From an optimization exercise on the open Yosys and OpenROAD flow, aimed at small area; shortcuts taken in it are not production practice.
The RTL was checked by simulation tests, not by an equivalence proof against the original design.
In every run shown here, the design's own scripts or RTL, not TritonCTS, make the clock network.
The clock input has no modelled driver; a real chip could not lean on it and would need a root buffer or a full tree.
Power is estimated from default activity; no workload was simulated.

==> design/flow/design.v <==
`timescale 1ns / 1ps
module debouncer(btn, clk, rst, btn_state, btn_rise);
    input btn;
    input clk;
    input rst;
    output btn_state;
    output btn_rise;
    localparam [16:0] LAST = 17'h0aa01;
    reg state;
    reg [16:0] lfsr;
    wire clear = rst | ~btn;
    always @(posedge clk) begin
        if (clear | state)
            lfsr <= 17'b0;
        else
            lfsr <= {~lfsr[15:0], lfsr[16] ^ lfsr[13]};
        state <= ~clear & (state | (lfsr == LAST));
    end
    assign btn_state = state;
    assign btn_rise = state & lfsr[0];
endmodule
`timescale 1ns / 1ps
module clocks(clk, rst, adj, clk_blink, tick_fast, step);
input wire clk;
input wire rst;
input wire adj;
output wire clk_blink;
output wire tick_fast;
output wire step;
reg [3:0] a;    
reg [6:0] m;    
reg [2:0] k;    
wire a_last = a[3] & a[2];                        
wire m_last = m[6] & m[5] & m[4] & m[3] & m[2];   
wire k_en = a_last & m_last;
wire [5:0] mp;
assign mp[0] = m[0];
genvar i;
generate for (i = 1; i < 6; i = i + 1) begin : g_mp
    assign mp[i] = mp[i-1] & m[i];
end endgenerate
wire a_clr = rst | a_last;
wire m_clr = rst | k_en;
always @(posedge clk) begin
    a[0] <= ~a_clr & ~a[2];
    a[1] <= ~a_clr & a[0];
    a[2] <= ~a_clr & a[1];
    a[3] <= ~a_clr & (a[2] ? ~a[1] : a[3]);
    m[0] <= ~m_clr & (m[0] ^ a_last);
    m[1] <= ~m_clr & (m[1] ^ (a[3] & (a[0] & m[0])));
    m[2] <= ~m_clr & (m[2] ^ (a_last & mp[1]));
    m[3] <= ~m_clr & (m[3] ^ (a_last & mp[2]));
    m[4] <= ~m_clr & (m[4] ^ (a_last & mp[3]));
    m[5] <= ~m_clr & (m[5] ^ (a_last & mp[4]));
    m[6] <= ~m_clr & (m[6] ^ (a_last & mp[5]));
    k[0] <= ~rst & (k[0] ^ k_en);
    k[1] <= ~rst & (k[1] ^ (a_last & (m_last & k[0])));
    k[2] <= ~rst & (k[2] ^ (k_en & (k[0] & k[1])));
end
assign clk_blink = k[0];
assign tick_fast = a[1] & ~a[0];                   
assign step = k_en & (k[0] & (adj ? ~k[1] : (k[1] & ~k[2])));
endmodule
`timescale 1ns / 1ps
module counter(sys_rst, rst, ps_rise, adj, select, clk, step, sec1, sec0, min1, min0);
input wire sys_rst;
input wire rst;
input wire ps_rise;
input wire adj;
input wire select;
input wire clk;
input wire step;
output reg [3:0] sec1;   
output reg [2:0] sec0;   
output reg [3:0] min1;   
output reg [2:0] min0;   
reg pause;
always @(posedge clk)
    pause <= ~sys_rst & (pause ^ ps_rise);
wire s1_9 = sec1[3] & sec1[2];
wire s0_5 = sec0[2] & ~sec0[1];
wire m1_9 = min1[3] & min1[2];
wire run = step & ~pause;
wire inc_s = run & (~adj | select);
wire inc_m = run & (adj ? ~select : (s1_9 & s0_5));
wire inc_s0 = inc_s & s1_9;
wire inc_m0 = inc_m & m1_9;
function [3:0] ones_next(input [3:0] d);
    begin
        ones_next[0] = ~d[2];
        ones_next[1] = d[0] & ~(d[3] & d[2]);
        ones_next[2] = d[1] & ~(d[3] & d[2]);
        ones_next[3] = d[2] ? ~d[1] : d[3];
    end
endfunction
always @(posedge clk) begin
    if (rst) begin
        sec1 <= 4'd0;
        sec0 <= 3'd0;
        min1 <= 4'd0;
        min0 <= 3'd0;
    end else begin
        if (inc_s) sec1 <= ones_next(sec1);
        if (inc_s0) sec0 <= {sec0[1:0], ~sec0[2]};
        if (inc_m) min1 <= ones_next(min1);
        if (inc_m0) min0 <= {min0[1:0], ~min0[2]};
    end
end
endmodule
`timescale 1ns / 1ps
module digit_to_segment(digit, segment);
input wire [3:0] digit;
output wire [6:0] segment;
wire c3 = digit[3], c2 = digit[2], c1 = digit[1], c0 = digit[0];
assign segment[6] = (~c3 & ~c1 & c0) | (c3 & c2 & ~c1) | (c1 & ~c0);
assign segment[5] = (c3 & ~c0) | (c2 & ~c1);
assign segment[4] = (~c3 & ~c2 & c1) | (c2 & ~c1 & c0);
assign segment[3] = (~c1 & c0) | (c1 & ~c0);
assign segment[2] = c2 | (~c1 & c0);
assign segment[1] = (~c3 & c0) | (~c1 & c0);
assign segment[0] = (~c3 & ~c2 & ~c1) | (~c1 & c0);
endmodule
`timescale 1ns / 1ps
module stopwatch(clk, rst, btnR, btnC, sw, seg, an);
    input wire clk;
    input wire rst;
    input wire btnR;
    input wire btnC;
    input wire [1:0] sw;
    output wire [6:0] seg;
    output wire [3:0] an;
    wire btnR_st, btnC_st, btnC_rise;
    wire clk_blink, tick_fast, step;
    wire [3:0] sec1, min1;
    wire [2:0] sec0, min0;
    debouncer reset(.btn(btnR), .clk(clk), .rst(rst), .btn_state(btnR_st), .btn_rise());
    debouncer pause(.btn(btnC), .clk(clk), .rst(rst), .btn_state(btnC_st), .btn_rise(btnC_rise));
    wire clr = rst | btnR_st;
    clocks clk_wires(.clk(clk), .rst(clr), .adj(sw[1]), .clk_blink(clk_blink),
                     .tick_fast(tick_fast), .step(step));
    counter decide_digits(.sys_rst(rst), .rst(clr), .ps_rise(btnC_rise), .adj(sw[1]), .select(sw[0]),
                          .clk(clk), .step(step),
                          .sec1(sec1), .sec0(sec0), .min1(min1), .min0(min0));
    reg [1:0] dig_counter;
    reg mode;          
    reg [3:0] code;    
    wire [1:0] pos = dig_counter ^ {2{sw[1]}};
    wire blank = sw[1] & ~clk_blink & (pos[1] ^ sw[0]);
    wire [3:0] digit = pos[1] ? (pos[0] ? {1'b0, min0} : min1)
                              : (pos[0] ? {1'b0, sec0} : sec1);
    always @(posedge clk) begin
        if (rst) begin
            dig_counter <= 2'b00;
            code <= 4'b1101;
        end else if (tick_fast) begin
            dig_counter[0] <= ~dig_counter[0];
            dig_counter[1] <= dig_counter[1] ^ dig_counter[0];
            mode <= sw[1];
            code <= {digit[3] & ~blank, digit[2] | blank, digit[1] & ~blank, digit[0] | blank};
        end
    end
    digit_to_segment display(.digit(code), .segment(seg));
    wire sh0 = ~dig_counter[0] ^ mode;
    wire sh1 = dig_counter[1] ^ ~dig_counter[0] ^ mode;
    wire on = ~(code[3] & code[2] & ~code[1]);
    assign an[0] = ~(on & ~sh1 & ~sh0);
    assign an[1] = ~(on & ~sh1 & sh0);
    assign an[2] = ~(on & sh1 & ~sh0);
    assign an[3] = ~(on & sh1 & sh0);
endmodule
==> design/flow/flow/run.sh <==
#!/bin/bash
# Own layout flow: the standard flow, with
#  - synthesis as synth_recipe.tcl, but ABC run with an area-only script and
#    without Yosys's half/full adder extraction (same registers and names);
#  - the smallest buffer on the ports;
#  - a few clock buffers straight from the clock port in place of an H-tree.
# Each tool's output goes to a log file of its own in this folder.
set -euo pipefail
WORK=$(pwd)
export OWN_FLOW_DIR="$WORK/flow"
bash standard.sh SYNTH_SCRIPT="$WORK/flow/own_synth.tcl" synth > "$WORK/synth.log" 2>&1
bash standard.sh SYNTH_SCRIPT="$WORK/flow/own_synth.tcl" \
  BUFFER_PORTS_ARGS="-buffer_cell sky130_fd_sc_hd__buf_1" \
  PRE_CTS_TCL="$WORK/flow/cts_one_buffer.tcl" OWN_CLOCK_BUFFER=sky130_fd_sc_hd__clkbuf_8 OWN_CLOCK_GROUPS=4 \
  finish > "$WORK/layout.log" 2>&1
==> design/flow/flow/area.abc <==
strash
balance -l; resub -K 6 -l; rewrite -l; resub -K 6 -N 2 -l; refactor -l; resub -K 8 -l; balance -l; resub -K 8 -N 2 -l; rewrite -l; resub -K 10 -l; rewrite -z -l; resub -K 10 -N 2 -l; balance -l; resub -K 12 -l; refactor -z -l; resub -K 12 -N 2 -l; rewrite -z -l; balance -l
dch -f
amap
topo
==> design/flow/flow/cts_one_buffer.tcl <==
proc own_centre {insts} {
  set sx 0.0
  set sy 0.0
  foreach inst $insts {
    set bb [$inst getBBox]
    set sx [expr {$sx + ([$bb xMin] + [$bb xMax]) / 2.0}]
    set sy [expr {$sy + ([$bb yMin] + [$bb yMax]) / 2.0}]
  }
  set n [llength $insts]
  return [list [expr {$sx / $n}] [expr {$sy / $n}]]
}

proc own_split {insts axis} {
  set keyed {}
  foreach inst $insts {
    set bb [$inst getBBox]
    if {$axis == "x"} {
      lappend keyed [list [expr {[$bb xMin] + [$bb xMax]}] $inst]
    } else {
      lappend keyed [list [expr {[$bb yMin] + [$bb yMax]}] $inst]
    }
  }
  set sorted {}
  foreach k [lsort -real -index 0 $keyed] { lappend sorted [lindex $k 1] }
  set half [expr {[llength $sorted] / 2}]
  return [list [lrange $sorted 0 [expr {$half - 1}]] [lrange $sorted $half end]]
}

proc clock_tree_synthesis {args} {
  set block [ord::get_db_block]
  set dbu [$block getDbUnitsPerMicron]
  set flops {}
  foreach inst [$block getInsts] {
    if {[[$inst getMaster] isSequential]} { lappend flops $inst }
  }
  set groups [list $flops]
  if {$::env(OWN_CLOCK_GROUPS) >= 2} { set groups [own_split $flops x] }
  if {$::env(OWN_CLOCK_GROUPS) >= 4} {
    set g {}
    foreach grp $groups { lappend g {*}[own_split $grp y] }
    set groups $g
  }
  set i 0
  foreach grp $groups {
    set c [own_centre $grp]
    set x [expr {[lindex $c 0] / $dbu}]
    set y [expr {[lindex $c 1] / $dbu}]
    set pins {}
    foreach inst $grp {
      foreach iterm [$inst getITerms] {
        if {[[$iterm getMTerm] getSigType] == "CLOCK" || [[$iterm getMTerm] getName] == "CLK"} {
          lappend pins [get_pins -of_objects [get_cells [$inst getName]] -filter "name == [[$iterm getMTerm] getName]"]
        }
      }
    }
    puts "clock buffer $i for [llength $grp] flip-flops at ($x, $y)"
    insert_buffer -buffer_cell $::env(OWN_CLOCK_BUFFER) -net clk -load_pins $pins \
      -location [list $x $y] -buffer_name clkbuf_grp$i -net_name clknet_grp$i
    incr i
  }
  foreach inst [$block getInsts] {
    if {[string match clkbuf_grp* [$inst getName]]} {
      foreach iterm [$inst getITerms] {
        set net [$iterm getNet]
        if {$net != "NULL"} { $net setSigType CLOCK }
      }
    }
  }
  set_propagated_clock [all_clocks]
}
==> design/flow/flow/own_synth.tcl <==
# synth_recipe.tcl with ABC's area-only mapping and no adder extraction.
# The procs below are defined before synth.tcl imports Yosys's commands, so
# they take the place of Yosys's abc and extract_fa there.
proc abc {args} {
  set i [lsearch $args -script]
  if {$i >= 0} {
    set args [lreplace $args $i [expr {$i + 1}] -script $::env(OWN_FLOW_DIR)/area.abc]
  }
  yosys abc {*}$args
}
proc extract_fa {args} { }
source [file join [file dirname $::env(OWN_FLOW_DIR)] synth_recipe.tcl]
==> design/flow/standard.sh <==
#!/bin/bash
# synth_recipe.tcl (not shown) runs the flow's synth.tcl, then flattens the netlist and writes it again
# the make line also repeats each setting of config.mk as NAME=value (left out here)
make -C /OpenROAD-flow-scripts/flow DESIGN_CONFIG=/design/flow/config.mk WORK_HOME=/design/flow/orfs CLKGATE_MAP_FILE= SYNTH_SCRIPT=/design/flow/synth_recipe.tcl "${@:-finish}"
==> design/flow/config.mk <==
export PLATFORM = sky130hd
export DESIGN_NAME = stopwatch
export DESIGN_NICKNAME = stopwatch
export VERILOG_FILES = /design/flow/design.v
export SDC_FILE = /design/flow/constraint.sdc
export NUM_CORES = 4
export LEC_CHECK = 0
export CAP_MARGIN = 20
export CORE_MARGIN = 2
export CORE_UTILIZATION = 60
export SLEW_MARGIN = 20
==> design/flow/constraint.sdc <==
create_clock -name core_clock -period 10.0 [get_ports {clk}]
set_input_delay 2.0000 -clock core_clock [delete_from_list [all_inputs] [get_ports {clk}]]
set_output_delay 2.0000 -clock core_clock [all_outputs]
set_load 0.01 [all_outputs]
==> results.ini, run 1 <==
[floorplanning]
coreArea_sq_um=4000
die_area_sq_um=4670
die_w_microns=68.4
die_h_microns=68.4
start_util=0.622
rows=23
io_pins=17

[timing]
setup_viol=0
period_minus_slack_ns=3.74
finalClockSkew_ns=0.0154
hold_viol_final=0
fin_ws_ns=6.26
rsz0062_at_grt=no
max_freq_mhz=267
finalCritPeriodShare=0.374
relSlewSlack=0.610
slew_viol_final=0
tightestPinTransition_ns=0.580
tns_ns=0

[route]
drt_pass1_iterations=4
drc_errors=0
vias=1950
wire_per_inst_microns=11.8
drt_iter0_drc=79
routed_wl_microns=4180
final_antenna_net_count=0
via_per_inst=5.49

[cts]
post-cts-setup-buffers=0
clkTransAtPathRegs_ns=0.11
cts.repair.resized=0
insertion_delay_ns=0.17
cts_hold_buf=0

[place]
dpl.cell_count=351
port-buffer-count=16
pre_cts_ws_ns=6.13
gp_congestion=0.870
hpwl_microns=3080

[synth]
synth_seq_area_share=0.584
yosysWarnings=4
netlist_instances=285
syn_nets=291
ys_seq_elements=72
synthesis.area_sq_um=2490
synthDistinctLibCells=33
syn_area_per_cell_sq_um=8.72

[final_layout]
final_cell_mix=nor2_1, dfxtp_1, clkinv_1, nand2_1, buf_1
nets=313
final_common_cell=nor2_1
fillers=341
layout-drive-gt1-share=0.0131
finish.utilization=0.666
syn_to_final_growth_pct=7.15
seq_area_sq_um=1450
n_antenna_cell=0
multiInputGateArea_sq_um=933
fin_cells=355

[critical_path]
criticalPathCategory=primary input to register
end_kind=register
cp.arrival_ns=3.81
crit_path_start_kind=primary input
required_ns=10.07
path_max_fanout=7

[global_route]
first_global_vias=1652
antenna_found_initial=0
grt-ovfl-total=0
grt_pass1_wl_microns=7000
grt_max_degree=19
grt_usage=0.187

[outcome]
status=timing/DRC/antenna clean

[hold_path]
min_path_type=register to register

[flow_run]
max-cap-violations=0

[pwr]
ir_worst_vdd_uv=126
power_density_nw_per_um2=164
total_leakage_power_nw=0.967
p_total_w=0.000436

-- final cells by class, clock buffers not listed --
class | instances | share of cell area
Sequential cell | 72 | 0.545
Multi-Input combinational cell | 186 | 0.350
Inverter | 27 | 0.0380
Tap cell | 50 | 0.0235
Timing Repair Buffer | 16 | 0.0225
-- per-layer routing --
layer,GRT usage,share of wire
met3,0.00987,0.025
met4,0.0250,0.018
met2,0.320,0.43
met5,0,0
met1,0.266,0.52
-- flip-flops by register name (all words and copies together) (netlist names), 3 cells and up --
name                flops
decide_digits.min0      3
pause.lfsr             17
clk_wires.m             7
clk_wires.a             4
decide_digits.sec1      4
clk_wires.k             3
reset.lfsr             17
code                    4
decide_digits.sec0      3
decide_digits.min1      4
-- synthesized netlist by cell type (all sizes together) --
cell type  count  share of area
nand2         16          0.024
o22a           1         0.0035
a32oi          4          0.014
and3           1         0.0025
a21oi         13          0.026
a221oi         3          0.011
a31oi          1         0.0025
nor3          12          0.024
nand3          7          0.014
clkinv        27          0.041
o211ai         1         0.0030
a311oi         1         0.0035
o21ai          9          0.018
o22ai          8          0.020
edfxtp         1          0.012
a22oi          3         0.0091
nor3b          2         0.0060
and2           1         0.0025
a211oi         9          0.027
or4b           1         0.0040
or2            1         0.0025
or3            1         0.0025
nor4b          1         0.0035
nand4b         1         0.0035
o21bai         2         0.0060
or4            1         0.0030
nand4          1         0.0025
nor2          79           0.12
o221ai         1         0.0035
nor2b          2         0.0050
o32ai          1         0.0035
nor4           2         0.0050
dfxtp         71           0.57
-- power by group --
part	leakage (nW)	switching, W	internal [W]
Clock	0.0288	0.0000674	0.0000372
Sequential	0.590	0.00000604	0.000297
Combinational	0.348	0.0000184	0.00000956
-- metrics by stage --
stage | area (sq um) | hold WS, ns
global placement | 2610 | 0.389
global route | 2660 | 0.422
CTS | 2660 | 0.411
finish | 2660 | 0.408
floorplan | 2490 | 0.383
detailed placement | 2610 | 0.397
-- cells by family (layout without fill, tap and decap cells) --
kind of cell	after synthesis	count (layout)	synth area share
AO/OA/AOI/OAI	57	57	0.151
AND/OR/NAND/NOR	129	129	0.224
flip-flops	72	72	0.584
buffers and inverters	27	47	0.0408
-- path summary, 6_finish.rpt --
kind / startpoint / endpoint / slack (ns) / depth (start not counted)
max: sw[1] / code[2] / 6.26 / 8
min: reset.lfsr[1] / reset.lfsr[2] / 0.41 / 1
max reg2reg: clk_wires.m[3] / decide_digits.min0[1] / 7.50 / 10
min reg2reg: reset.lfsr[1] / reset.lfsr[2] / 0.41 / 1
-- critical path, stage by stage --
cell      delay (ns)
buf_1           0.21
clkinv_1        0.19
o22ai_1         0.47
clkinv_1        0.34
a221oi_1        0.37
a21oi_1         0.08
nor2_1          0.10
o21bai_1        0.06
==> run 2: changes to the inputs <==
--- a/design/flow/design.v
+++ b/design/flow/design.v
@@ -7,3 +7,4 @@
     output btn_rise;
-    localparam [16:0] LAST = 17'h0aa01;
+    localparam [16:0] LAST = 17'h0ff55;
+    localparam [16:0] SEEN = 17'b00111010111111111;
     reg state;
@@ -15,4 +16,4 @@
         else
-            lfsr <= {~lfsr[15:0], lfsr[16] ^ lfsr[13]};
-        state <= ~clear & (state | (lfsr == LAST));
+            lfsr <= {~lfsr[15:0], lfsr[16] ^ lfsr[2]};
+        state <= ~clear & (state | ((lfsr & SEEN) == (LAST & SEEN)));
     end
==> run 2 against run 1 <==
  * Still clean on timing, DRC and antenna
  * Area after synthesis decreased by 1.2%
  * Global-route usage decreased by 0.95 points
  * Die area decreased by 1.1%
  * Worst hold slack got worse by 0.021 ns
  * Synthesized cell count decreased by 2.1%
  * Critical path depth unchanged
  * Clock power about the same
  * Highest routed layer unchanged
==> results.ini, run 2 <==
[global_route]
grt_pass1_wl_microns=6650  ; -5.0%
grt-ovfl-total=0  ; unchanged
grt_usage=0.177  ; -0.00949
first_global_vias=1564  ; -5.3%
antenna_found_initial=0  ; unchanged
grt_max_degree=19  ; unchanged

[synth]
synth_flop_cell=dfxtp_1
synth_area_leaders=dfxtp_1, nor2_1, clkinv_1, a211oi_1, a21oi_1
synth_edf_count=1  ; unchanged
synthesis.area_sq_um=2460  ; -1.2%
synth.most_common_cell=nor2_1
synth_seq_area_share=0.591  ; +0.00684
synth_top_area_cell=dfxtp_1
synthArstFlopShare=0  ; unchanged
netlist_instances=279  ; -2.1%
syn_nets=285  ; -2.1%
yosysWarnings=4  ; unchanged
synth-compound-area-share=0.154  ; +0.00330
synth-simple-area-share=0.214  ; -0.0106
yosysTopAreaCellShare=0.578  ; +0.00670
synth_top_family_by_area=simple AND/OR/NAND/NOR gates
syn_area_per_cell_sq_um=8.81  ; +0.97%
muxShareOfSynthArea=0  ; unchanged
synthAdderAreaFrac=0  ; unchanged
ys_seq_elements=72  ; unchanged
synth_xor_area_frac=0  ; unchanged
synthDistinctLibCells=30  ; -9.1%
synth_common_cells=nor2_1, dfxtp_1, clkinv_1, nand2_1, a21oi_1

[timing]
rsz0062_at_grt=no
tightestPinTransition_ns=0.560  ; -0.0192 ns
tns_ns=0  ; unchanged
slew_viol_final=0  ; unchanged
setup_viol=0  ; unchanged
hold_viol_final=0  ; unchanged
hold_ws_ns=0.387  ; -0.0208 ns
relSlewSlack=0.623  ; +0.0130
period_minus_slack_ns=3.70  ; -0.0445 ns
finalCritPeriodShare=0.370  ; -0.00445
finalClockSkew_ns=0.0156  ; +0.000148 ns
max_freq_mhz=270  ; +1.2%

[route]
drt_pass1_iterations=4  ; unchanged
drt_iter0_drc=91  ; +15%
routed_wl_microns=4000  ; -4.2%
final_antenna_net_count=0  ; unchanged
drc_errors=0  ; unchanged
via_per_inst=5.31  ; -3.3%
vias=1853  ; -5.0%
wire_per_inst_microns=11.5  ; -2.5%

[hold_path]
min_path_type=register to register

[final_layout]
fin_cells=349  ; -1.7%
layout-drive-gt1-share=0.0134  ; +0.000263
syn_to_final_growth_pct=7.23  ; about the same
n_antenna_cell=0  ; unchanged
final_cell_mix=nor2_1, dfxtp_1, clkinv_1, buf_1, nand2_1
reg.largest.list=pause.lfsr (17), reset.lfsr (17), clk_wires.m (7)
final_common_cell=nor2_1
nets=307  ; -1.9%

[place]
gp_congestion=0.837  ; -3.7%
hpwl_microns=2930  ; -5.0%
port-buffer-count=16  ; unchanged
dpl.cell_count=345  ; -1.7%

[pwr]
power_density_nw_per_um2=165  ; +0.62%
total_leakage_power_nw=0.952  ; -1.5%
ir_worst_vdd_uv=152  ; +21%
p_total_w=0.000434  ; -0.47%

[cts]
insertion_delay_ns=0.17  ; about the same
cts.repair.resized=0  ; unchanged
post-cts-setup-buffers=0  ; unchanged
clkTransAtPathRegs_ns=0.11  ; about the same
cts_hold_buf=0  ; unchanged

[critical_path]
end_kind=register
cp.arrival_ns=3.75  ; -0.06 ns
path_max_fanout=7  ; unchanged
crit_path_start_kind=primary input
required_ns=10.05  ; -0.02 ns
criticalPathCategory=primary input to register

[floorplanning]
io_pins=17  ; unchanged
die_w_microns=68.0  ; -0.55%
start_util=0.619  ; -0.00274
rows=23  ; unchanged
coreArea_sq_um=3970  ; -0.72%
die_area_sq_um=4620  ; -1.1%
die_h_microns=68.0  ; -0.55%

[outcome]
status=timing/DRC/antenna clean

[flow_run]
max-cap-violations=0  ; unchanged

==> run 2: final cells by class, clock buffers not listed <==
class	count	area [sq um]
fillers	356	1340
repair buffers	16	60.1
well taps	50	62.6
inverters	27	101
multi-input cells	180	905
flip-flops and latches	72	1450
==> run 2: final timing paths <==
path	cells past startpoint	to	slack, ns	startpoint
max	8	code[1]	6.30	sw[1]
min reg2reg	1	pause.lfsr[16]	0.39	pause.lfsr[15]
min	1	pause.lfsr[16]	0.39	pause.lfsr[15]
max reg2reg	9	decide_digits.min0[0]	7.49	clk_wires.a[2]
==> run 2: through the flow <==
step                      setup WS (ns)  area [sq um]  utilization
after CTS                          6.34          2640        0.664
after floorplan                    6.72          2460            -
after detailed placement           6.16          2580        0.650
after global placement             6.26          2580        0.650
after global routing               6.02          2640        0.664
final                              6.30          2640        0.664
==> run 2: report_power, final <==
group	internal (W)	switching [W]	total (W)
logic	0.00000875	0.0000175	0.0000263
clock network	0.0000372	0.0000674	0.000105
registers	0.000297	0.00000577	0.000303
total	0.000343	0.0000907	0.000434
==> run 2: kinds of logic (layout without fill, tap and decap cells) <==
kind of cell           count (synthesis)  in the layout
buffers and inverters                 27             47
DFF                                   72             72
and+or+nand+nor                      123            123
AOI/OAI and AO/OA                     57             57
==> run 2: critical path, cell delays in order <==
cell	delay, ns
buf_1	0.20
clkinv_1	0.18
o22ai_1	0.46
clkinv_1	0.33
o22ai_1	0.26
a221oi_1	0.12
a21oi_1	0.14
nor2_1	0.05
==> run 2: routing by layer <==
layer	vias up	wire [microns]	GRT usage
li1	1000	-	-
met1	828	2100	0.262
met5	-	0	0
met2	17	1750	0.288
met3	8	75	0.0115
met4	0	77	0.0325
==> run 3: changes to the inputs <==
--- a/design/flow/flow/run.sh
+++ b/design/flow/flow/run.sh
@@ -2,3 +2,4 @@
 # Own layout flow: the standard flow, with
-#  - synthesis as synth_recipe.tcl, but ABC run with an area-only script and
+#  - synthesis as synth_recipe.tcl, but ABC run with an area-only script
+#    (deepsyn and compress2rs rounds, then amap; see area.abc) and
 #    without Yosys's half/full adder extraction (same registers and names);
==> design/flow/flow/area.abc (replaced) <==
strash
&get -n
&deepsyn -J 100 -T 300 -S 1
&put
balance -l; resub -K 6 -l; rewrite -l; resub -K 6 -N 2 -l; refactor -l; resub -K 8 -l; balance -l; resub -K 8 -N 2 -l; rewrite -l; resub -K 10 -l; rewrite -z -l; resub -K 10 -N 2 -l; balance -l; resub -K 12 -l; refactor -z -l; resub -K 12 -N 2 -l; rewrite -z -l; balance -l
&get -n
&deepsyn -J 100 -T 300 -S 2
&put
dch -f
amap
topo
==> run 3 against run 2 <==
  * Still clean
  * Sequential power about the same
  * Worst hold slack improved by 0.0028 ns
  * Cell count decreased by 1.4%
  * Die area decreased by 1.5%
  * Power rose by 0.27%
  * Wire length is 1.2% higher
  * Synthesized cell count shrank 1.8%
  * Critical path type unchanged
==> results.ini, run 3 <==
[synth]
syn_nets=280  ; -1.8%
syn_area_per_cell_sq_um=8.83  ; +0.22%
yosysTopAreaCellShare=0.588  ; +0.00928
synth_area_leaders=dfxtp_1, nor2_1, o22ai_1, clkinv_1, nand2_1
synth_common_cells=dfxtp_1, nor2_1, clkinv_1, o22ai_1, nand2_1
synth_edf_count=1  ; unchanged
synth.most_common_cell=dfxtp_1
synthesis.area_sq_um=2420  ; -1.6%
netlist_instances=274  ; -1.8%
synth_seq_area_share=0.600  ; +0.00947
synth_top_area_cell=dfxtp_1
synthDistinctLibCells=28  ; -6.7%
ys_seq_elements=72  ; unchanged
synth_flop_cell=dfxtp_1
synthArstFlopShare=0  ; unchanged
yosysWarnings=4  ; unchanged

[hold_path]
min_path_type=register to register

[flow_run]
max-cap-violations=0  ; unchanged

[final_layout]
n_antenna_cell=0  ; unchanged
syn_to_final_growth_pct=7.35
fin_cells=344  ; -1.4%
reg.largest.list=pause.lfsr (17), reset.lfsr (17), clk_wires.m (7)
layout-drive-gt1-share=0.0136  ; +0.000228
finish.utilization=0.659  ; -0.00499
final_cell_mix=dfxtp_1, nor2_1, clkinv_1, o22ai_1, nand2_1
finalInstanceArea_sq_um=2600  ; -1.5%
final_common_cell=dfxtp_1
fillers=348  ; -2.2%
nets=302  ; -1.6%

[timing]
hold_viol_final=0  ; unchanged
finalCritPeriodShare=0.366  ; -0.00382
relSlewSlack=0.635  ; +0.0126
tns_ns=0  ; unchanged
rsz0062_at_grt=no
tightestPinTransition_ns=0.545  ; -0.0150 ns
fin_ws_ns=6.34  ; +0.0382 ns
period_minus_slack_ns=3.66  ; -0.0382 ns
setup_viol=0  ; unchanged
finalClockSkew_ns=0.0134  ; -0.00217 ns
slew_viol_final=0  ; unchanged
max_freq_mhz=273  ; +1.0%

[place]
dpl_cell_area_sq_um=2540  ; -1.5%
gp_congestion=0.743  ; -11%
dpl.cell_count=340  ; -1.4%
pre_cts_ws_ns=6.15  ; -0.0132 ns
hpwl_microns=3110  ; +6.2%
port-buffer-count=16  ; unchanged

[critical_path]
worst_path_max_delay_cell=nor2_1
crit_path_start_kind=primary input
cp_cell_sequence=buf_1 -> nor2_1 -> clkinv_1 -> nor3_1 -> nand3_1 -> nand2_1 -> o22ai_1
cp.arrival_ns=3.71  ; -0.04 ns
end_kind=register
criticalPathCategory=primary input to register
max_stage_delay_ns=0.47  ; about the same
required_ns=10.05  ; about the same
path_max_fanout=8  ; +1

[route]
vias=1864  ; +0.59%
drt_pass1_iterations=4  ; unchanged
drc_errors=0  ; unchanged
drt_iter0_drc=121  ; +33%
final_antenna_net_count=0  ; unchanged
via_per_inst=5.42  ; +2.1%
wire_per_inst_microns=11.8  ; +2.6%
routed_wl_microns=4050  ; +1.2%

[floorplanning]
io_pins=17  ; unchanged
die_area_sq_um=4550  ; -1.5%
die_w_microns=67.5  ; -0.74%
rows=23  ; unchanged
start_util=0.613  ; -0.00532
coreArea_sq_um=3940  ; -0.72%
die_h_microns=67.5  ; -0.74%

[cts]
cts_hold_buf=0  ; unchanged
post-cts-setup-buffers=0  ; unchanged
clkTransAtPathRegs_ns=0.10  ; about the same
cts.repair.resized=0  ; unchanged
insertion_delay_ns=0.16  ; about the same

[global_route]
grt-ovfl-total=0  ; unchanged
first_global_vias=1594  ; +1.9%
grt_usage=0.188  ; +0.0107
grt_max_degree=19  ; unchanged
grt_pass1_wl_microns=6850  ; +3.0%
antenna_found_initial=0  ; unchanged

[outcome]
status=timing/DRC/antenna clean

[pwr]
ir_worst_vdd_uv=141  ; -7.1%
power_density_nw_per_um2=168  ; +1.8%
total_leakage_power_nw=0.933  ; -2.1%

[run 3: cell type report, clock buffers not listed]
class | instances | area [sq um] | share of cell area
Tap cell | 50 | 62.6 | 0.0241
Inverter | 37 | 139 | 0.0535
Timing Repair Buffer | 16 | 60.1 | 0.0231
Multi-Input combinational cell | 165 | 828 | 0.319
Sequential cell | 72 | 1450 | 0.559
[run 3: kinds of logic after synthesis]
family | synth area share
AND/OR/NAND/NOR | 0.190
flip-flops | 0.600
AO/OA/AOI/OAI | 0.152
buffers and inverters | 0.0574
[run 3: worst paths after layout]
path                                      from                    end  slack [ns]  depth (start not counted)
worst max-delay path                       rst  decide_digits.sec0[2]        6.34                          7
worst max register to register  clk_wires.a[2]  decide_digits.sec0[2]        7.67                         11
worst min register to register  pause.lfsr[15]         pause.lfsr[16]        0.39                          1
worst min-delay path            pause.lfsr[15]         pause.lfsr[16]        0.39                          1
[run 3: worst max-delay path: cells and delay by family]
| kind | cells | cell delay, ns |
|---|---|---|
| simple gates | 4 | 1.16 |
| buf+inv | 2 | 0.46 |
| compound gates | 1 | 0.08 |
[run 3: per-stage QoR]
| step | hold slack (ns) | power (W) |
|---|---|---|
| 5_1_grt | 0.403 | 0.000456 |
| 3_3_place_gp | 0.370 | 0.000338 |
| 3_5_place_dp | 0.378 | 0.000339 |
| 6_report | 0.390 | 0.000435 |
| 4_1_cts | 0.392 | 0.000439 |
| 2_1_floorplan | 0.368 | 0.000329 |
[run 3: power breakdown]
group	leakage [nW]	total [W]	switching [W]	internal (W)
logic	0.313	0.0000281	0.0000189	0.00000929
registers	0.591	0.000304	0.00000594	0.000298
clock network	0.0288	0.000103	0.0000660	0.0000372
[run 3: layer usage]
metal | GRT usage | up-vias | part of all wire | wire length [microns]
li1 | - | 998 | - | -
met1 | 0.264 | 828 | 0.49 | 2000
met2 | 0.328 | 36 | 0.45 | 1810
met3 | 0.0150 | 2 | 0.047 | 192
met4 | 0.0153 | 0 | 0.011 | 43
met5 | 0 | - | 0 | 0
==> run 4: changes to the inputs <==
--- a/design/flow/flow/cts_one_buffer.tcl
+++ b/design/flow/flow/cts_one_buffer.tcl
@@ -12,3 +12,3 @@
 
-proc own_split {insts axis} {
+proc own_split {insts axis {parts 2}} {
   set keyed {}
@@ -24,4 +24,8 @@
   foreach k [lsort -real -index 0 $keyed] { lappend sorted [lindex $k 1] }
-  set half [expr {[llength $sorted] / 2}]
-  return [list [lrange $sorted 0 [expr {$half - 1}]] [lrange $sorted $half end]]
+  set n [llength $sorted]
+  set out {}
+  for {set p 0} {$p < $parts} {incr p} {
+    lappend out [lrange $sorted [expr {$p * $n / $parts}] [expr {($p + 1) * $n / $parts - 1}]]
+  }
+  return $out
 }
@@ -36,3 +40,4 @@
   set groups [list $flops]
-  if {$::env(OWN_CLOCK_GROUPS) >= 2} { set groups [own_split $flops x] }
+  if {$::env(OWN_CLOCK_GROUPS) == 2 || $::env(OWN_CLOCK_GROUPS) >= 4} { set groups [own_split $flops x] }
+  if {$::env(OWN_CLOCK_GROUPS) == 3} { set groups [own_split $flops x 3] }
   if {$::env(OWN_CLOCK_GROUPS) >= 4} {
--- a/design/flow/config.mk
+++ b/design/flow/config.mk
@@ -9,3 +9,3 @@
 export CORE_MARGIN = 2
-export CORE_UTILIZATION = 60
+export CORE_UTILIZATION = 80
 export SLEW_MARGIN = 20
==> run 4 against run 3 <==
  * Critical path depth unchanged
  * Via count up 10%
  * Still clean on timing, DRC and antenna
  * Fmax down 4.4%
  * Wire length up 25%
  * Power up 0.92%
  * Sequential share of layout area up 0.52 points
  * Synthesized cell count unchanged
  * Register-to-register slack worse by 0.30 ns
  * Design area down 0.92%
  * Flip-flop and latch count unchanged
  * Critical path type unchanged
  * Critical endpoint is now decide_digits.sec0[0]
  * Cell count down 5.5%
==> results.ini, run 4 <==
[critical_path]
cp.arrival_ns=3.88  ; +0.17 ns
required_ns=10.05  ; about the same
max_stage_delay_ns=0.43  ; -0.04 ns
criticalPathCategory=primary input to register
r2r_slack_ns=7.37  ; -0.30 ns
r2r_start=clk_wires.a[2]
crit_start=rst
worst_path_max_delay_cell=nor2_1
cp_cell_sequence=buf_1 -> nor2_1 -> clkinv_1 -> nor3_1 -> nand3_1 -> nand2_1 -> o22ai_1
worst_path_dominant_cell_family=simple AND/OR/NAND/NOR gates
path_buf_inv=2  ; unchanged
end_kind=register
path_max_fanout=8  ; unchanged
crit_path_start_kind=primary input

[global_route]
grt_max_degree=19  ; unchanged
grt_pass1_wl_microns=8190  ; +20%
first_global_vias=1906  ; +20%
antenna_found_initial=0  ; unchanged
grt-ovfl-total=0  ; unchanged
grt_usage=0.303  ; +0.115

[hold_path]
min_path_type=register to register
min_from=pause.lfsr[11]

[timing]
slew_viol_final=0  ; unchanged
tightestPinTransition_ns=0.522  ; -0.0235 ns
tns_ns=0  ; unchanged
finalClockSkew_ns=0.00990  ; -0.00350 ns
period_minus_slack_ns=3.83  ; +0.166 ns
rsz0062_at_grt=no
relSlewSlack=0.651  ; +0.0162
setup_viol=0  ; unchanged
hold_ws_ns=0.389  ; -0.00108 ns
max_freq_mhz=261  ; -4.4%
finalCritPeriodShare=0.383  ; +0.0166
hold_viol_final=0  ; unchanged

[final_layout]
multiInputGateArea_sq_um=828  ; unchanged
nets=302  ; unchanged
syn_to_final_growth_pct=6.36
reg.largest.list=pause.lfsr (17), reset.lfsr (17), clk_wires.m (7)
n_antenna_cell=0  ; unchanged
final_common_cell=dfxtp_1
fillers=105  ; -70%
finish.utilization=0.917  ; +0.259
layout-drive-gt1-share=0.0136  ; unchanged
seq_area_sq_um=1450  ; unchanged
final_cell_mix=dfxtp_1, nor2_1, clkinv_1, o22ai_1, nand2_1

[route]
final_antenna_net_count=0  ; unchanged
via_per_inst=6.34  ; +17%
drc_errors=0  ; unchanged
drt_iter0_drc=131  ; +8.3%
routed_wl_microns=5060  ; +25%
wire_per_inst_microns=15.6  ; +32%
drt_pass1_iterations=16  ; +12
vias=2059  ; +10%

[floorplanning]
die_w_microns=59.0  ; -13%
io_pins=17  ; unchanged
die_h_microns=59.0  ; -13%
die_area_sq_um=3480  ; -24%
rows=19  ; -17%
start_util=0.862  ; +0.249
coreArea_sq_um=2810  ; -29%

[synth]
synth_area_leaders=dfxtp_1, nor2_1, o22ai_1, clkinv_1, nand2_1
synthesis.area_sq_um=2420  ; unchanged
synth_common_cells=dfxtp_1, nor2_1, clkinv_1, o22ai_1, nand2_1
netlist_instances=274  ; unchanged
synth.most_common_cell=dfxtp_1
synth_edf_count=1  ; unchanged
synth_flop_cell=dfxtp_1
syn_area_per_cell_sq_um=8.83  ; unchanged
yosysTopAreaCellShare=0.588  ; unchanged
synthDistinctLibCells=28  ; unchanged
synth_top_area_cell=dfxtp_1
synth_seq_area_share=0.600  ; unchanged
synthArstFlopShare=0  ; unchanged
yosysWarnings=4  ; unchanged
ys_seq_elements=72  ; unchanged
syn_nets=280  ; unchanged

[pwr]
total_leakage_power_nw=0.933  ; unchanged
p_total_w=0.000439  ; +0.92%
ir_worst_vdd_uv=180  ; +28%
power_density_nw_per_um2=171  ; +1.8%

[cts]
post-cts-setup-buffers=0  ; unchanged
clkTransAtPathRegs_ns=0.11  ; about the same
insertion_delay_ns=0.16  ; about the same
cts.repair.resized=0  ; unchanged
cts_hold_buf=0  ; unchanged

[place]
port-buffer-count=16  ; unchanged
gp_congestion=0.821  ; +10%
hpwl_microns=3810  ; +23%

[outcome]
status=timing/DRC/antenna clean

[flow_run]
max-cap-violations=0  ; unchanged

## run 4: cell counts after synthesis
No cell type changed its count.
## run 4: worst register-to-register path: stages, from the launching register on
cell and delay [ns]:
dfxtp_1 0.36, nand2_1 0.13, nor3_1 0.38, nand2_1 0.14, clkinv_1 0.10, nand2_1 0.07, nor2_1 0.14, o221ai_1 0.19
nor3_1 0.44, nand3_1 0.26, nand2_1 0.22, o22ai_1 0.11
## run 4: path summary, 6_finish.rpt
path                                              end  cells after the start
worst max register to register  decide_digits.sec0[0]                     11
worst min-delay path                   pause.lfsr[12]                      1
worst min register to register         pause.lfsr[12]                      1
worst max-delay path            decide_digits.sec0[0]                      7
## run 4: cell families (layout without fill, tap and decap cells)
family                 Yosys count  in the layout  synth area share
AO/OA/AOI/OAI                   56             56             0.152
buffers and inverters           37             57            0.0574
flip-flops                      72             72             0.600
AND/OR/NAND/NOR                109            109             0.190
## run 4: metal layers
| metal | share of wire | global-route usage |
|---|---|---|
| met5 | 0 | 0 |
| met3 | 0.066 | 0.0328 |
| met4 | 0.039 | 0.114 |
| met2 | 0.51 | 0.562 |
| met1 | 0.39 | 0.359 |
## run 4: through the flow
stage	instance area, sq um	worst slack, ns	instances
finish	2570	6.17	325
detailed placement	2520	6.07	321
floorplan	2420	6.75	274
CTS	2570	6.24	325
global route	2570	6.01	325
global placement	2520	6.32	321
## run 4: layout make-up, clock buffers not listed
class / instances / share of cell area
inverter: 37 / 0.0540
timing repair buffer: 16 / 0.0233
multi-input combinational: 165 / 0.322
tap: 31 / 0.0151
sequential: 72 / 0.564
## run 4: where the power goes
group	switching, W	internal, W
Sequential	0.00000673	0.000298
Clock	0.0000671	0.0000372
Combinational	0.0000208	0.00000930
Total	0.0000947	0.000344
==> run 5: changes to the inputs <==
--- a/design/flow/design.v
+++ b/design/flow/design.v
@@ -34,10 +34,4 @@
 wire a_last = a[3] & a[2];                        
-wire m_last = m[6] & m[5] & m[4] & m[3] & m[2];   
+wire m_last = (m == 7'b0011111);
 wire k_en = a_last & m_last;
-wire [5:0] mp;
-assign mp[0] = m[0];
-genvar i;
-generate for (i = 1; i < 6; i = i + 1) begin : g_mp
-    assign mp[i] = mp[i-1] & m[i];
-end endgenerate
 wire a_clr = rst | a_last;
@@ -49,9 +43,4 @@
     a[3] <= ~a_clr & (a[2] ? ~a[1] : a[3]);
-    m[0] <= ~m_clr & (m[0] ^ a_last);
-    m[1] <= ~m_clr & (m[1] ^ (a[3] & (a[0] & m[0])));
-    m[2] <= ~m_clr & (m[2] ^ (a_last & mp[1]));
-    m[3] <= ~m_clr & (m[3] ^ (a_last & mp[2]));
-    m[4] <= ~m_clr & (m[4] ^ (a_last & mp[3]));
-    m[5] <= ~m_clr & (m[5] ^ (a_last & mp[4]));
-    m[6] <= ~m_clr & (m[6] ^ (a_last & mp[5]));
+    if (m_clr) m <= 7'd0;
+    else if (a_last) m <= {~m[5:0], m[6] ^ m[5]};
     k[0] <= ~rst & (k[0] ^ k_en);
--- a/design/flow/flow/run.sh
+++ b/design/flow/flow/run.sh
@@ -2,5 +2,6 @@
 # Own layout flow: the standard flow, with
-#  - synthesis as synth_recipe.tcl, but ABC run with an area-only script
-#    (deepsyn and compress2rs rounds, then amap; see area.abc) and
-#    without Yosys's half/full adder extraction (same registers and names);
+#  - synthesis as synth_recipe.tcl, but ABC run with area-only scripts
+#    (deepsyn and compress2rs rounds, then amap; the smallest result of the
+#    area*.abc scripts is kept, see own_synth.tcl) and without Yosys's
+#    half/full adder extraction (same registers and names);
 #  - the smallest buffer on the ports;
==> design/flow/flow/area00.abc (new file) <==
strash
&get -n
&deepsyn -J 100 -T 300 -S 1
&put
balance -l; resub -K 6 -l; rewrite -l; resub -K 6 -N 2 -l; refactor -l; resub -K 8 -l; balance -l; resub -K 8 -N 2 -l; rewrite -l; resub -K 10 -l; rewrite -z -l; resub -K 10 -N 2 -l; balance -l; resub -K 12 -l; refactor -z -l; resub -K 12 -N 2 -l; rewrite -z -l; balance -l
&get -n
&deepsyn -J 100 -T 300 -S 2
&put
dch -f
amap
topo
==> design/flow/flow/area01.abc (new file) <==
strash
&get -n
&deepsyn -J 100 -T 300 -S 3
&put
balance -l; resub -K 6 -l; rewrite -l; resub -K 6 -N 2 -l; refactor -l; resub -K 8 -l; balance -l; resub -K 8 -N 2 -l; rewrite -l; resub -K 10 -l; rewrite -z -l; resub -K 10 -N 2 -l; balance -l; resub -K 12 -l; refactor -z -l; resub -K 12 -N 2 -l; rewrite -z -l; balance -l
&get -n
&deepsyn -J 100 -T 300 -S 4
&put
dch -f
amap
topo
==> design/flow/flow/area02.abc (new file) <==
strash
&get -n
&deepsyn -J 100 -T 300 -S 5
&put
balance -l; resub -K 6 -l; rewrite -l; resub -K 6 -N 2 -l; refactor -l; resub -K 8 -l; balance -l; resub -K 8 -N 2 -l; rewrite -l; resub -K 10 -l; rewrite -z -l; resub -K 10 -N 2 -l; balance -l; resub -K 12 -l; refactor -z -l; resub -K 12 -N 2 -l; rewrite -z -l; balance -l
&get -n
&deepsyn -J 100 -T 300 -S 6
&put
dch -f
amap
topo
==> design/flow/flow/area03.abc (new file) <==
strash
&get -n
&deepsyn -J 100 -T 300 -S 7
&put
balance -l; resub -K 6 -l; rewrite -l; resub -K 6 -N 2 -l; refactor -l; resub -K 8 -l; balance -l; resub -K 8 -N 2 -l; rewrite -l; resub -K 10 -l; rewrite -z -l; resub -K 10 -N 2 -l; balance -l; resub -K 12 -l; refactor -z -l; resub -K 12 -N 2 -l; rewrite -z -l; balance -l
&get -n
&deepsyn -J 100 -T 300 -S 8
&put
dch -f
amap
topo
==> design/flow/flow/area04.abc (new file) <==
strash
&get -n
&deepsyn -J 100 -T 300 -S 9
&put
balance -l; resub -K 6 -l; rewrite -l; resub -K 6 -N 2 -l; refactor -l; resub -K 8 -l; balance -l; resub -K 8 -N 2 -l; rewrite -l; resub -K 10 -l; rewrite -z -l; resub -K 10 -N 2 -l; balance -l; resub -K 12 -l; refactor -z -l; resub -K 12 -N 2 -l; rewrite -z -l; balance -l
&get -n
&deepsyn -J 100 -T 300 -S 10
&put
dch -f
amap
topo
==> design/flow/flow/area05.abc (new file) <==
strash
&get -n
&deepsyn -J 100 -T 300 -S 11
&put
balance -l; resub -K 6 -l; rewrite -l; resub -K 6 -N 2 -l; refactor -l; resub -K 8 -l; balance -l; resub -K 8 -N 2 -l; rewrite -l; resub -K 10 -l; rewrite -z -l; resub -K 10 -N 2 -l; balance -l; resub -K 12 -l; refactor -z -l; resub -K 12 -N 2 -l; rewrite -z -l; balance -l
&get -n
&deepsyn -J 100 -T 300 -S 12
&put
dch -f
amap
topo
==> design/flow/flow/area06.abc (new file) <==
strash
balance -l; resub -K 6 -l; rewrite -l; resub -K 6 -N 2 -l; refactor -l; resub -K 8 -l; balance -l; resub -K 8 -N 2 -l; rewrite -l; resub -K 10 -l; rewrite -z -l; resub -K 10 -N 2 -l; balance -l; resub -K 12 -l; refactor -z -l; resub -K 12 -N 2 -l; rewrite -z -l; balance -l
dch -f
amap
topo
==> design/flow/flow/area07.abc (new file) <==
strash
&get -n
&deepsyn -J 100 -T 300 -S 13
&put
balance -l; resub -K 6 -l; rewrite -l; resub -K 6 -N 2 -l; refactor -l; resub -K 8 -l; balance -l; resub -K 8 -N 2 -l; rewrite -l; resub -K 10 -l; rewrite -z -l; resub -K 10 -N 2 -l; balance -l; resub -K 12 -l; refactor -z -l; resub -K 12 -N 2 -l; rewrite -z -l; balance -l
&get -n
&deepsyn -J 100 -T 300 -S 14
&put
dch -f
amap
topo
==> design/flow/flow/area08.abc (new file) <==
strash
&get -n
&deepsyn -J 100 -T 300 -S 15
&put
balance -l; resub -K 6 -l; rewrite -l; resub -K 6 -N 2 -l; refactor -l; resub -K 8 -l; balance -l; resub -K 8 -N 2 -l; rewrite -l; resub -K 10 -l; rewrite -z -l; resub -K 10 -N 2 -l; balance -l; resub -K 12 -l; refactor -z -l; resub -K 12 -N 2 -l; rewrite -z -l; balance -l
&get -n
&deepsyn -J 100 -T 300 -S 16
&put
dch -f
amap
topo
==> design/flow/flow/area09.abc (new file) <==
strash
&get -n
&deepsyn -J 100 -T 300 -S 17
&put
balance -l; resub -K 6 -l; rewrite -l; resub -K 6 -N 2 -l; refactor -l; resub -K 8 -l; balance -l; resub -K 8 -N 2 -l; rewrite -l; resub -K 10 -l; rewrite -z -l; resub -K 10 -N 2 -l; balance -l; resub -K 12 -l; refactor -z -l; resub -K 12 -N 2 -l; rewrite -z -l; balance -l
&get -n
&deepsyn -J 100 -T 300 -S 18
&put
dch -f
amap
topo
==> design/flow/flow/area10.abc (new file) <==
strash
&get -n
&deepsyn -J 100 -T 300 -S 19
&put
balance -l; resub -K 6 -l; rewrite -l; resub -K 6 -N 2 -l; refactor -l; resub -K 8 -l; balance -l; resub -K 8 -N 2 -l; rewrite -l; resub -K 10 -l; rewrite -z -l; resub -K 10 -N 2 -l; balance -l; resub -K 12 -l; refactor -z -l; resub -K 12 -N 2 -l; rewrite -z -l; balance -l
&get -n
&deepsyn -J 100 -T 300 -S 20
&put
dch -f
amap
topo
==> design/flow/flow/area11.abc (new file) <==
strash
balance -l; resub -K 6 -l; rewrite -l; resub -K 6 -N 2 -l; refactor -l; resub -K 8 -l; balance -l; resub -K 8 -N 2 -l; rewrite -l; resub -K 10 -l; rewrite -z -l; resub -K 10 -N 2 -l; balance -l; resub -K 12 -l; refactor -z -l; resub -K 12 -N 2 -l; rewrite -z -l; balance -l
&get -n
&deepsyn -J 100 -T 300 -S 1
&put
dch -f
amap
topo
==> design/flow/flow/area12.abc (new file) <==
strash
balance -l; resub -K 6 -l; rewrite -l; resub -K 6 -N 2 -l; refactor -l; resub -K 8 -l; balance -l; resub -K 8 -N 2 -l; rewrite -l; resub -K 10 -l; rewrite -z -l; resub -K 10 -N 2 -l; balance -l; resub -K 12 -l; refactor -z -l; resub -K 12 -N 2 -l; rewrite -z -l; balance -l
&get -n
&deepsyn -J 100 -T 300 -S 2
&put
dch -f
amap
topo
==> design/flow/flow/own_synth.tcl (replaced) <==
# synth_recipe.tcl with ABC's area-only mapping and no adder extraction.
# The procs below are defined before synth.tcl imports Yosys's commands, so
# they take the place of Yosys's abc and extract_fa there.
# abc runs each area*.abc script in this folder on the same netlist (they
# differ in deepsyn's random seeds) and keeps the smallest result; ties go
# to the first script. Registers are not touched by abc, so their names
# and cells are those of the standard synthesis.
proc own_area {} {
  set s [tee -q -s result.string stat {*}$::lib_args]
  if {![regexp {Chip area for module '[^']*': ([0-9.]+)} $s -> area]} {
    error "own_synth.tcl: no chip area in stat output"
  }
  return $area
}

proc abc {args} {
  set i [lsearch $args -script]
  set scripts [lsort [glob $::env(OWN_FLOW_DIR)/area*.abc]]
  yosys design -save own_before_abc
  set best ""
  set best_area 0
  foreach script $scripts {
    yosys design -load own_before_abc
    yosys abc {*}[lreplace $args $i [expr {$i + 1}] -script $script]
    set area [own_area]
    puts "own_synth: [file tail $script] gives $area"
    if {$best eq "" || $area < $best_area} {
      set best $script
      set best_area $area
    }
  }
  puts "own_synth: keeping [file tail $best] ($best_area)"
  yosys design -load own_before_abc
  yosys abc {*}[lreplace $args $i [expr {$i + 1}] -script $best]
}
proc extract_fa {args} { }
source [file join [file dirname $::env(OWN_FLOW_DIR)] synth_recipe.tcl]
--- a/design/flow/config.mk
+++ b/design/flow/config.mk
@@ -9,3 +9,3 @@
 export CORE_MARGIN = 2
-export CORE_UTILIZATION = 80
+export CORE_UTILIZATION = 60
 export SLEW_MARGIN = 20
removed: design/flow/flow/area.abc
==> run 5 against run 4 <==
  * Still clean
  * Setup slack improved by 0.23 ns
  * Wire length decreased by 19%
  * Largest power group unchanged
  * Utilization decreased by 26 points
  * Critical path depth unchanged
  * Register-to-register slack improved by 0.07 ns
  * Clock skew increased by 0.0045 ns
  * Fmax increased by 6.3%
  * Combinational power decreased by 11%
  * Largest cell class unchanged
  * Flip-flop and latch count unchanged
  * Synthesized cell count decreased by 1.1%
==> results.ini, run 5 <==
[floorplanning]
io_pins=17  ; unchanged
die_area_sq_um=4540  ; +31%
start_util=0.612  ; -0.251
die_h_microns=67.4  ; +14%
die_w_microns=67.4  ; +14%
rows=23  ; +4
coreArea_sq_um=3940  ; +41%

[critical_path]
max_stage_delay_ns=0.55  ; +0.12 ns
crit_path_start_kind=primary input
worst_path_max_delay_cell=nor2_1
path_max_fanout=11  ; +3
cp_common_cell=nor2_1
path_buf_inv=2  ; unchanged
cp_cell_sequence=buf_1 -> nor2_1 -> clkinv_1 -> nor2_1 -> nand3_1 -> nand2_1 -> o22ai_1
required_ns=10.07  ; +0.02 ns
end_kind=register
worst_path_dominant_cell_family=simple AND/OR/NAND/NOR gates
criticalPathCategory=primary input to register
cp.arrival_ns=3.67  ; -0.21 ns

[final_layout]
fin_cells=341  ; +4.9%
reg.largest.list=pause.lfsr (17), reset.lfsr (17), clk_wires.m (7)
nets=299  ; -0.99%
final_common_cell=dfxtp_1
layout-drive-gt1-share=0.0137  ; +0.000140
final_cell_mix=dfxtp_1, nor2_1, clkinv_1, o22ai_1, nand2_1
syn_to_final_growth_pct=7.37
n_antenna_cell=0  ; unchanged

[flow_run]
max-cap-violations=0  ; unchanged

[synth]
syn_area_per_cell_sq_um=8.90  ; +0.79%
syn_nets=277  ; -1.1%
synth.most_common_cell=dfxtp_1
synthArstFlopShare=0  ; unchanged
synth_common_cells=dfxtp_1, nor2_1, clkinv_1, o22ai_1, nand2_1
ys_seq_elements=72  ; unchanged
yosysTopAreaCellShare=0.590  ; +0.00183
synth_flop_cell=dfxtp_1
yosysWarnings=4  ; unchanged
synthesis.area_sq_um=2410  ; -0.31%
synthDistinctLibCells=27  ; -3.6%
netlist_instances=271  ; -1.1%
synth_seq_area_share=0.602  ; +0.00187
synth_edf_count=1  ; unchanged
synth_top_area_cell=dfxtp_1
synth_area_leaders=dfxtp_1, nor2_1, o22ai_1, clkinv_1, nand2_1

[route]
final_antenna_net_count=0  ; unchanged
drt_iter0_drc=68  ; -48%
routed_wl_microns=4130  ; -19%
via_per_inst=5.38  ; -15%
vias=1833  ; -11%
drc_errors=0  ; unchanged
drt_pass1_iterations=4  ; -12
wire_per_inst_microns=12.1  ; -22%

[timing]
period_minus_slack_ns=3.60  ; -0.227 ns
finalCritPeriodShare=0.360  ; -0.0227
tightestPinTransition_ns=0.749  ; +0.227 ns
rsz0062_at_grt=no
relSlewSlack=0.496  ; -0.156
hold_viol_final=0  ; unchanged
max_freq_mhz=278  ; +6.3%
setup_viol=0  ; unchanged
finalClockSkew_ns=0.0144  ; +0.00448 ns
tns_ns=0  ; unchanged
slew_viol_final=0  ; unchanged

[outcome]
status=timing/DRC/antenna clean

[cts]
cts.repair.resized=0  ; unchanged
insertion_delay_ns=0.17  ; about the same
post-cts-setup-buffers=0  ; unchanged
clkTransAtPathRegs_ns=0.11  ; about the same
cts_hold_buf=0  ; unchanged

[pwr]
ir_worst_vdd_uv=139  ; -23%
power_density_nw_per_um2=168  ; -1.3%
total_leakage_power_nw=0.960  ; +2.9%

[place]
gp_congestion=0.900  ; +9.7%
port-buffer-count=16  ; unchanged
hpwl_microns=3130  ; -18%
dpl.cell_count=337  ; +5.0%

[global_route]
grt_usage=0.181  ; -0.122
antenna_found_initial=0  ; unchanged
grt_max_degree=19  ; unchanged
first_global_vias=1592  ; -16%
grt-ovfl-total=0  ; unchanged
grt_pass1_wl_microns=6590  ; -20%

[hold_path]
min_path_type=register to register

run 5: cell types whose count changed in the layout (fill, tap and decap cells not counted), moves of 2 or more:
cell / previous run / this run
o21ai_0: 6 / 9
nor3_1: 11 / 6
nand3_1: 9 / 11
a21oi_1: 9 / 7
a211oi_1: 5 / 2
nand2_1: 22 / 18
o22ai_1: 23 / 27
run 5: final timing paths:
| check | from | cells after the start | slack, ns | to |
|---|---|---|---|---|
| max | rst | 7 | 6.40 | decide_digits.sec0[1] |
| min | reset.lfsr[15] | 1 | 0.39 | reset.lfsr[16] |
| max reg2reg | clk_wires.m[0] | 15 | 7.44 | decide_digits.sec0[1] |
| min reg2reg | reset.lfsr[15] | 1 | 0.39 | reset.lfsr[16] |
run 5: logic make-up after synthesis:
family | synth area share
AOI/OAI and AO/OA | 0.148
buffers and inverters | 0.0560
DFF | 0.602
and+or+nand+nor | 0.194
run 5: cell type report, clock buffers not listed:
type | instances | area [sq um]
sequential | 72 | 1450
fill | 337 | 1350
multi-input combinational | 163 | 825
inverter | 36 | 135
tap | 50 | 62.6
timing repair buffer | 16 | 60.1
run 5: per-stage QoR:
| step | power (W) | worst slack [ns] | instance area (sq um) | utilization | hold WS (ns) |
|---|---|---|---|---|---|
| floorplan | 0.000329 | 6.73 | 2410 | - | 0.368 |
| global placement | 0.000338 | 6.30 | 2530 | 0.643 | 0.369 |
| detailed placement | 0.000338 | 6.22 | 2530 | 0.643 | 0.371 |
| CTS | 0.000439 | 6.41 | 2590 | 0.657 | 0.388 |
| global route | 0.000454 | 6.16 | 2590 | 0.657 | 0.389 |
| finish | 0.000436 | 6.40 | 2590 | 0.657 | 0.386 |
run 5: metal layers:
layer | share of wire | GRT usage | wire, microns
met5 | 0 | 0 | 0
met4 | 0.018 | 0.0383 | 73
met3 | 0.040 | 0.0233 | 165
met2 | 0.43 | 0.311 | 1790
met1 | 0.51 | 0.246 | 2100
run 5: report_power, final:
part	internal, W	switching, W	total (W)
Combinational	0.00000913	0.0000178	0.0000269
Clock	0.0000372	0.0000674	0.000105
Sequential	0.000298	0.00000645	0.000305
Total	0.000344	0.0000917	0.000436

-- afterwards: timing with drivers on the ports --
How much do the figures lean on ideal ports? The routed layouts below were timed once more, with nothing changed but the port constraints.
Step 1 assumes that a clkbuf_16 drives the clock port and a buf_2 every other input.
Step 2 also shifts input and output timing later by t, the mid clock arrival at the registers, as if the neighbouring blocks saw the same clock.
a / b / c = ideal / step 1 / step 2; a / b = the first two.
run	t (ns)	slack for setup (ns)	hold slack, ns	worst data-port slew with drivers (ns)
run 1	0.213	6.258 / 6.292 / 6.079	0.408 / 0.408 / 0.408	0.03
run 2	0.213	6.303 / 6.335 / 6.122	0.387 / 0.387 / 0.387	0.03
run 3	0.211	6.341 / 6.372 / 6.161	0.390 / 0.390 / 0.390	0.03
run 4	0.212	6.175 / 6.196 / 5.984	0.389 / 0.389 / 0.389	0.04
run 5	0.212	6.401 / 6.433 / 6.221	0.386 / 0.386 / 0.386	0.03
After both steps setup and hold are still met in every run listed. The setup slack of run 4, which loses most, moves by +0.021 ns with the drivers and by -0.191 ns with both steps.
